This is an optimization exercise on Yosys and OpenROAD, whose aim is small area, not a production implementation.
In this exercise RTL edits were held to simulation tests only and were not proved equivalent to the original.
Power is estimated from default activity; no workload was simulated.

==> inputs of run Z <==
==> flow/design.v (excerpt) <==
module mycpu (
    input         rstn,
    input         clk,
    output [31:0] inst_rom_addr,
    input  [31:0] inst_rom_rdata,
    output [31:0] data_ram_addr,
    output [31:0] data_ram_wdata,
    output        data_ram_wen,
    input  [31:0] data_ram_rdata
    );
==> module pc_next, before the edit <==
module pc_next(
    input  wire [29:0] pc,
    input  wire [15:0] imm,
    input  wire        br,
    input  wire        j,
    input  wire [25:0] tgt,
    output wire [29:0] nx
    );
    wire [16:0] tc;
    wire [15:0] t;
    assign t[0]  = ~(pc[0] ^ imm[0]);
    assign tc[1] = pc[0] | imm[0];
    genvar i;
    generate
        for (i = 1; i < 16; i = i + 1) begin : f
            add_fa u(.a(pc[i]), .b(imm[i]), .c(tc[i]), .s(t[i]), .co(tc[i+1]));
        end
    endgenerate
    wire [29:0] p;
    assign p[0] = 1'b1;
    generate
        for (i = 1; i < 30; i = i + 1) begin : a
            if (i == 16) begin : z
                assign p[i] = 1'b1;
            end else begin : n
                add_and2 u(.a(p[i-1]), .b(pc[i-1]), .y(p[i]));
            end
        end
    endgenerate
    wire ci = p[15] & pc[15];           
    wire c  = br ? tc[16] : ci;
    wire [15:0] lo = br ? t : (pc[15:0] ^ p[15:0]);
    wire [13:0] hi = pc[29:16] ^ ({14{c}} & p[29:16]);
    assign nx = {hi[13:10], j ? tgt : {hi[9:0], lo}};
endmodule
==> module rf_rdec, before the edit <==
module rf_rdec(
    input  wire [4:0]  ra,
    input  wire [31:0] valid,
    output wire [31:0] sel,
    output wire        inv
    );
    wire [3:0] lo = 4'b1 << ra[1:0];
    wire [7:0] hi = 8'b1 << ra[4:2];
    genvar i;
    generate
        for (i = 0; i < 32; i = i + 1) begin : s
            rf_and3 u(.a(valid[i]), .b(lo[i % 4]), .c(hi[i / 4]), .y(sel[i]));
        end
    endgenerate
    assign inv = ~valid[ra];
endmodule
==> module mycpu, before the edit <==
module mycpu (
    input         rstn,
    input         clk,
    output [31:0] inst_rom_addr,
    input  [31:0] inst_rom_rdata,
    output [31:0] data_ram_addr,
    output [31:0] data_ram_wdata,
    output        data_ram_wen,
    input  [31:0] data_ram_rdata
    );
    wire [31:0] instr = inst_rom_rdata;
    wire [5:0]  op    = instr[31:26];
    wire [5:0]  func  = instr[5:0];
    wire [4:0]  rs    = instr[25:21];
    wire [4:0]  rt    = instr[20:16];
    wire [4:0]  rd    = instr[15:11];
    wire [15:0] imm   = instr[15:0];
    wire is_add = (op == 6'b000000) && (func == 6'b100000);
    wire is_lui = (op == 6'b001111);
    wire is_ori = (op == 6'b001101);
    wire is_nor = (op == 6'b000101);
    wire is_lw  = (op == 6'b100011);
    wire is_sw  = (op == 6'b101011);
    wire is_beq = (op == 6'b000100);
    wire is_j   = (op == 6'b000010);
    wire is_orn = is_ori | is_nor;
    wire is_mem = is_lw | is_sw;
    reg  [29:0] pc;
    assign inst_rom_addr = {pc, 2'b00};
    wire [31:0] a, b;
    wire [31:0] x;
    wire        phase;
    regfile _regfile(
        .clk(clk), .rstn(rstn),
        .we(is_add | is_lui | is_orn | is_lw),
        .wa(is_add ? rd : rt),
        .x(x),
        .ra1(rs), .ra2(rt),
        .rd1(a), .rd2(b),
        .phase(phase)
    );
    wire [31:0] sum;
    wire [31:0] imx = {{16{imm[15]}}, imm};
    wire [31:0] bsel;
    genvar i;
    generate
        for (i = 0; i < 32; i = i + 1) begin : bm
            cpu_o22a u(.a1(is_mem), .a2(b[i]), .b1(~is_mem), .b2(imx[i]), .y(bsel[i]));
        end
    endgenerate
    add32 _add(.a(a), .b(bsel), .y(sum));
    wire q = phase ^ is_nor;
    generate
        for (i = 0; i < 16; i = i + 1) begin : wl
            wire t, pn;
            cpu_or2   uo(.a(a[i]), .b(imm[i]), .y(t));
            cpu_a222i ua(.a1(is_lw), .a2(data_ram_rdata[i]), .b1(is_add), .b2(sum[i]),
                         .c1(is_orn), .c2(t), .y(pn));
            cpu_xnor2 ux(.a(pn), .b(q), .y(x[i]));
        end
        for (i = 16; i < 32; i = i + 1) begin : wh
            wire u, w, p;
            cpu_a222i ua(.a1(is_lw), .a2(data_ram_rdata[i]), .b1(is_add), .b2(sum[i]),
                         .c1(is_lui), .c2(imm[i-16]), .y(u));
            cpu_nand2 un(.a(is_orn), .b(a[i]), .y(w));
            cpu_nand2 up(.a(u), .b(w), .y(p));
            cpu_xor2  ux(.a(p), .b(q), .y(x[i]));
        end
    endgenerate
    assign data_ram_addr  = sum;
    assign data_ram_wdata = b;
    assign data_ram_wen   = is_sw;
    wire [29:0] pc_nx;
    pc_next _pcn(.pc(pc), .imm(imm), .br(is_beq && (a == b)), .j(is_j),
                 .tgt(instr[25:0]), .nx(pc_nx));
    always @(posedge clk or negedge rstn) begin
        if (!rstn) pc <= 30'h2FF00000;
        else       pc <= pc_nx;
    end
endmodule
==> module rf_o21a, before the edit <==
module rf_o21a(input wire a, input wire b, input wire c, output wire y);
    assign y = (a | b) & c;
endmodule
==> module regfile, before the edit <==
module regfile(
    input  wire        clk,
    input  wire        rstn,
    input  wire        we,
    input  wire [4:0]  wa,
    input  wire [31:0] x,        
    input  wire [4:0]  ra1,
    input  wire [4:0]  ra2,
    output wire [31:0] rd1,
    output wire [31:0] rd2,
    output reg         phase
    );
    reg  [31:0] valid;
    wire [31:0] s [0:31];
    wire [3:0]  wl  = 4'b1 << wa[1:0];
    wire [7:0]  wh  = we ? (8'b1 << wa[4:2]) : 8'b0;
    wire [3:0]  wln = ~wl;
    wire [7:0]  whn = ~wh;
    wire [31:0] wsel, wseln, vnext;
    always @(posedge clk or negedge rstn) begin
        if (!rstn) phase <= 1'b0;
        else       phase <= ~phase;
    end
    always @(posedge clk)
        valid <= vnext;              
    genvar g, k;
    generate
        for (g = 0; g < 32; g = g + 1) begin : w
            rf_nor2  un(.a(whn[g / 4]), .b(wln[g % 4]), .y(wsel[g]));
            rf_nand2 ua(.a(wh[g / 4]),  .b(wl[g % 4]),  .y(wseln[g]));
            rf_o21a  uv(.a(valid[g]), .b(wsel[g]), .c(rstn), .y(vnext[g]));
            rf_word  u(.clk(clk), .we(wsel[g]), .wen(wseln[g]), .x(x), .s(s[g]));
        end
    endgenerate
    wire [31:0] sel1, sel2;
    wire        inv1, inv2;
    rf_rdec d1(.ra(ra1), .valid(valid), .sel(sel1), .inv(inv1));
    rf_rdec d2(.ra(ra2), .valid(valid), .sel(sel2), .inv(inv2));
    generate
        for (k = 0; k < 32; k = k + 1) begin : r
            wire [31:0] col;
            for (g = 0; g < 32; g = g + 1) begin : c
                assign col[g] = s[g][k];
            end
            rf_rbit u1(.sel(sel1), .d(col), .inv(inv1), .phase(phase), .y(rd1[k]));
            rf_rbit u2(.sel(sel2), .d(col), .inv(inv2), .phase(phase), .y(rd2[k]));
        end
    endgenerate
endmodule
export LEC_CHECK = 0
export CAP_MARGIN = 5
export CORE_MARGIN = 2
export CORE_UTILIZATION = 60
export CTS_BUF_LIST = sky130_fd_sc_hd__clkbuf_4
export PLACE_DENSITY = 0.7
export SETUP_SLACK_MARGIN = 0.3
export SLEW_MARGIN = 5
export SYNTH_HIERARCHICAL = 1
create_clock -name core_clock -period 13.0 [get_ports {clk}]
standard.sh (not shown) runs the stock make flow with config.mk's settings and CLKGATE_MAP_FILE= SYNTH_SCRIPT=/design/flow/synth_recipe.tcl, a recipe that flattens the netlist after the stock synthesis.
==> flow/flow/run.sh <==
#!/bin/bash
# Standard ORFS layout (the standard.sh: unchanged synthesis, floorplan,
# power grid and tap cells), with these layout settings changed:
#  - port buffers use sky130_fd_sc_hd__buf_1 instead of the default pick;
#  - clock tree: clkbuf_4 buffers, clusters of at most 8 sinks within 40 um,
#    no dummy loads;
#  - RECOVER_POWER=100: after global routing, downsize gates on paths with
#    positive slack.
# All tool output goes to standard.log in the work folder (and ORFS's own
# per-step logs under orfs/logs).
set -euo pipefail
cd "$(dirname "$0")/.."
bash standard.sh \
  "BUFFER_PORTS_ARGS=-buffer_cell sky130_fd_sc_hd__buf_1" \
  "CTS_ARGS=-sink_clustering_enable -repair_clock_nets -dont_use_dummy_load -buf_list sky130_fd_sc_hd__clkbuf_4 -sink_clustering_size 8 -sink_clustering_max_diameter 40" \
  RECOVER_POWER=100 \
  finish > standard.log 2>&1
==> run H: changes against run Z <==
--- a/flow/design.v
+++ b/flow/design.v
@@ -1,3 +1,4 @@
 module pc_next(
+    input  wire        rstn,
     input  wire [29:0] pc,
     input  wire [15:0] imm,
@@ -32,5 +33,6 @@
     wire [15:0] lo = br ? t : (pc[15:0] ^ p[15:0]);
     wire [13:0] hi = pc[29:16] ^ ({14{c}} & p[29:16]);
-    assign nx = {hi[13:10], j ? tgt : {hi[9:0], lo}};
+    wire [29:0] n = {hi[13:10], j ? tgt : {hi[9:0], lo}};
+    assign nx = rstn ? n : 30'h2FF00000;     
 endmodule
 module rf_o22i(input wire a1, input wire a2, input wire b1, input wire b2, output wire y);
@@ -62,4 +64,7 @@
     assign y = (a | b) & c;
 endmodule
+module rf_or4(input wire a, input wire b, input wire c, input wire d, output wire y);
+    assign y = a | b | c | d;
+endmodule
 module rf_xor2(input wire a, input wire b, output wire y);
     assign y = a ^ b;
@@ -120,5 +125,15 @@
         end
     endgenerate
-    assign inv = ~valid[ra];
+    wire [7:0] o;
+    wire [1:0] h;
+    generate
+        for (i = 0; i < 8; i = i + 1) begin : r
+            rf_or4 u(.a(sel[4*i]), .b(sel[4*i+1]), .c(sel[4*i+2]), .d(sel[4*i+3]), .y(o[i]));
+        end
+        for (i = 0; i < 2; i = i + 1) begin : q
+            rf_or4 u(.a(o[4*i]), .b(o[4*i+1]), .c(o[4*i+2]), .d(o[4*i+3]), .y(h[i]));
+        end
+    endgenerate
+    rf_nor2 un(.a(h[0]), .b(h[1]), .y(inv));
 endmodule
 module regfile(
@@ -311,10 +326,8 @@
     assign data_ram_wen   = is_sw;
     wire [29:0] pc_nx;
-    pc_next _pcn(.pc(pc), .imm(imm), .br(is_beq && (a == b)), .j(is_j),
+    pc_next _pcn(.rstn(rstn), .pc(pc), .imm(imm), .br(is_beq && (a == b)), .j(is_j),
                  .tgt(instr[25:0]), .nx(pc_nx));
-    always @(posedge clk or negedge rstn) begin
-        if (!rstn) pc <= 30'h2FF00000;
-        else       pc <= pc_nx;
-    end
+    always @(posedge clk)
+        pc <= pc_nx;
 endmodule
 module cpu_o22a(input wire a1, input wire a2, input wire b1, input wire b2, output wire y);
==> flow/flow/run.sh (replaced) <==
#!/bin/bash
# Standard ORFS layout (the standard.sh, unchanged synthesis, floorplan,
# power grid and tap cells), with two layout settings changed:
#  - port buffers use sky130_fd_sc_hd__buf_1 instead of the default pick;
#  - clock tree: clkbuf_4 buffers, clusters of at most 8 sinks within 40 um,
#    no dummy loads.
# All tool output goes to standard.log in the work folder (and ORFS's own
# per-step logs under orfs/logs).
set -euo pipefail
cd "$(dirname "$0")/.."
bash standard.sh \
  "BUFFER_PORTS_ARGS=-buffer_cell sky130_fd_sc_hd__buf_1" \
  "CTS_ARGS=-sink_clustering_enable -repair_clock_nets -dont_use_dummy_load -buf_list sky130_fd_sc_hd__clkbuf_4 -sink_clustering_size 8 -sink_clustering_max_diameter 40" \
  finish > standard.log 2>&1
Settings changed: CORE_UTILIZATION 60 to 50, PLACE_DENSITY 0.7 to 0.6.
==> run K: changes against run Z <==
--- a/flow/design.v
+++ b/flow/design.v
@@ -59,6 +59,6 @@
     assign y = a | b | c;
 endmodule
-module rf_o21a(input wire a, input wire b, input wire c, output wire y);
-    assign y = (a | b) & c;
+module rf_or2(input wire a, input wire b, output wire y);
+    assign y = a | b;
 endmodule
 module rf_xor2(input wire a, input wire b, output wire y);
@@ -142,9 +142,12 @@
     wire [31:0] wsel, wseln, vnext;
     always @(posedge clk or negedge rstn) begin
-        if (!rstn) phase <= 1'b0;
-        else       phase <= ~phase;
+        if (!rstn) begin
+            phase <= 1'b0;
+            valid <= 32'b0;
+        end else begin
+            phase <= ~phase;
+            valid <= vnext;
+        end
     end
-    always @(posedge clk)
-        valid <= vnext;              
     genvar g, k;
     generate
@@ -152,5 +155,5 @@
             rf_nor2  un(.a(whn[g / 4]), .b(wln[g % 4]), .y(wsel[g]));
             rf_nand2 ua(.a(wh[g / 4]),  .b(wl[g % 4]),  .y(wseln[g]));
-            rf_o21a  uv(.a(valid[g]), .b(wsel[g]), .c(rstn), .y(vnext[g]));
+            rf_or2   uv(.a(valid[g]), .b(wsel[g]), .y(vnext[g]));
             rf_word  u(.clk(clk), .we(wsel[g]), .wen(wseln[g]), .x(x), .s(s[g]));
         end
==> flow/flow/run.sh (replaced) <==
#!/bin/bash
# Standard ORFS layout (the standard.sh, unchanged synthesis, floorplan,
# power grid and tap cells), with two layout settings changed:
#  - port buffers use sky130_fd_sc_hd__buf_1 instead of the default pick;
#  - clock tree: clkbuf_4 buffers, clusters of at most 8 sinks within 40 um,
#    no dummy loads.
# All tool output goes to standard.log in the work folder (and ORFS's own
# per-step logs under orfs/logs).
set -euo pipefail
cd "$(dirname "$0")/.."
bash standard.sh \
  "BUFFER_PORTS_ARGS=-buffer_cell sky130_fd_sc_hd__buf_1" \
  "CTS_ARGS=-sink_clustering_enable -repair_clock_nets -dont_use_dummy_load -buf_list sky130_fd_sc_hd__clkbuf_4 -sink_clustering_size 8 -sink_clustering_max_diameter 40" \
  finish > standard.log 2>&1
==> impl_summary.log <==
INFO  metric power.leakage = 17.20 nW
INFO  metric crit_slowest_cell = sky130_fd_sc_hd__and3_1
INFO  metric met3WireLength = 42230 microns
INFO  metric postLayoutCoreUtil = 67.94%
INFO  metric n_clock_buffer = 167
INFO  metric final-seq-area = 22090 sq um
INFO  metric design_area = 48730 sq um
INFO  metric worst_r2r_path_depth = 25
INFO  metric max_cap_viol_count = 0
INFO  metric post_layout_net_count = 4544
INFO  metric areaGrowthSynthToFinish = 11.62%
INFO  metric layout_worst_path_cycle_share = 94.33%
INFO  metric n_fill_cell = 5769
INFO  metric layout.comb_gates.multi_input = 2789
INFO  metric inverters = 16
INFO  metric run_status = finished clean
INFO  metric timing_worst_slew_pin_value = 1405 ps
(the above is from run K)
==> impl_summary.log <==
INFO  metric timing_worst_slew_pin_value = 4325 ps
INFO  metric power.leakage = 16.62 nW
INFO  metric crit_slowest_cell = sky130_fd_sc_hd__or3_1
INFO  metric areaGrowthSynthToFinish = 10.29%
INFO  metric timing_max_transition_violations_final = 1993
INFO  metric post_layout_net_count = 4520
INFO  metric worst_r2r_path_depth = 25
INFO  metric so_faults = max-capacitance violations, max-slew violations
INFO  metric inverters = 16
INFO  metric final-seq-area = 21930 sq um
INFO  metric run_status = complete, but fails checks
INFO  metric postLayoutCoreUtil = 67.06%
INFO  metric layout_worst_path_cycle_share = 95.21%
INFO  metric max_cap_viol_count = 62
INFO  metric design_area = 48020 sq um
(the above is from run Z)
==> impl_summary.log <==
INFO  metric run_status = finished clean
INFO  metric areaGrowthSynthToFinish = 12.37%
INFO  metric n_clock_buffer = 170
INFO  metric postLayoutCoreUtil = 56.67%
INFO  metric timing_worst_slew_pin_value = 1468 ps
INFO  metric n_fill_cell = 7764
INFO  metric layout_worst_path_cycle_share = 95.75%
INFO  metric layout.comb_gates.multi_input = 2783
INFO  metric hpwl = 131800 microns
INFO  metric design_area = 48260 sq um
INFO  metric cts-buffers-inserted = 170
INFO  metric inverters = 13
INFO  metric power.leakage = 16.70 nW
INFO  metric final-seq-area = 21770 sq um
INFO  metric crit_slowest_cell = sky130_fd_sc_hd__or4_1
INFO  metric met3WireLength = 42080 microns
(the above is from run H)

## static timing again, ports no longer ideal
How much do the figures lean on ideal ports? The routed layouts below were timed once more, with nothing changed but the port constraints.
Step 1 sets driving cells, clkbuf_16 on the clock port and buf_2 on the other inputs (assumed; they add their load-dependent delay and slew).
Step 2 adds t to the input delays and takes it off the output delays; t is the mean of the earliest and latest rising clock arrival at the registers after step 1. Input paths then give back, and output paths get back, about the clock's delay inside the block.
a / b / c = ideal ports / drivers / drivers and shift; a / b = the first two.
| run | shift t [ns] | slack for setup (ns) | cell pins on the clock port's net |
|---|---|---|---|
| run Z | 1.148 | 0.623 / 0.590 / 0.247 | 1 |
| run H | 1.174 | 0.553 / 0.526 / 0.526 | 1 |
| run K | 1.132 | 0.737 / 0.713 / 0.713 | 1 |
For run Z, which loses most, drivers alone change the setup slack by -0.033 ns; drivers and shift together by -0.376 ns.
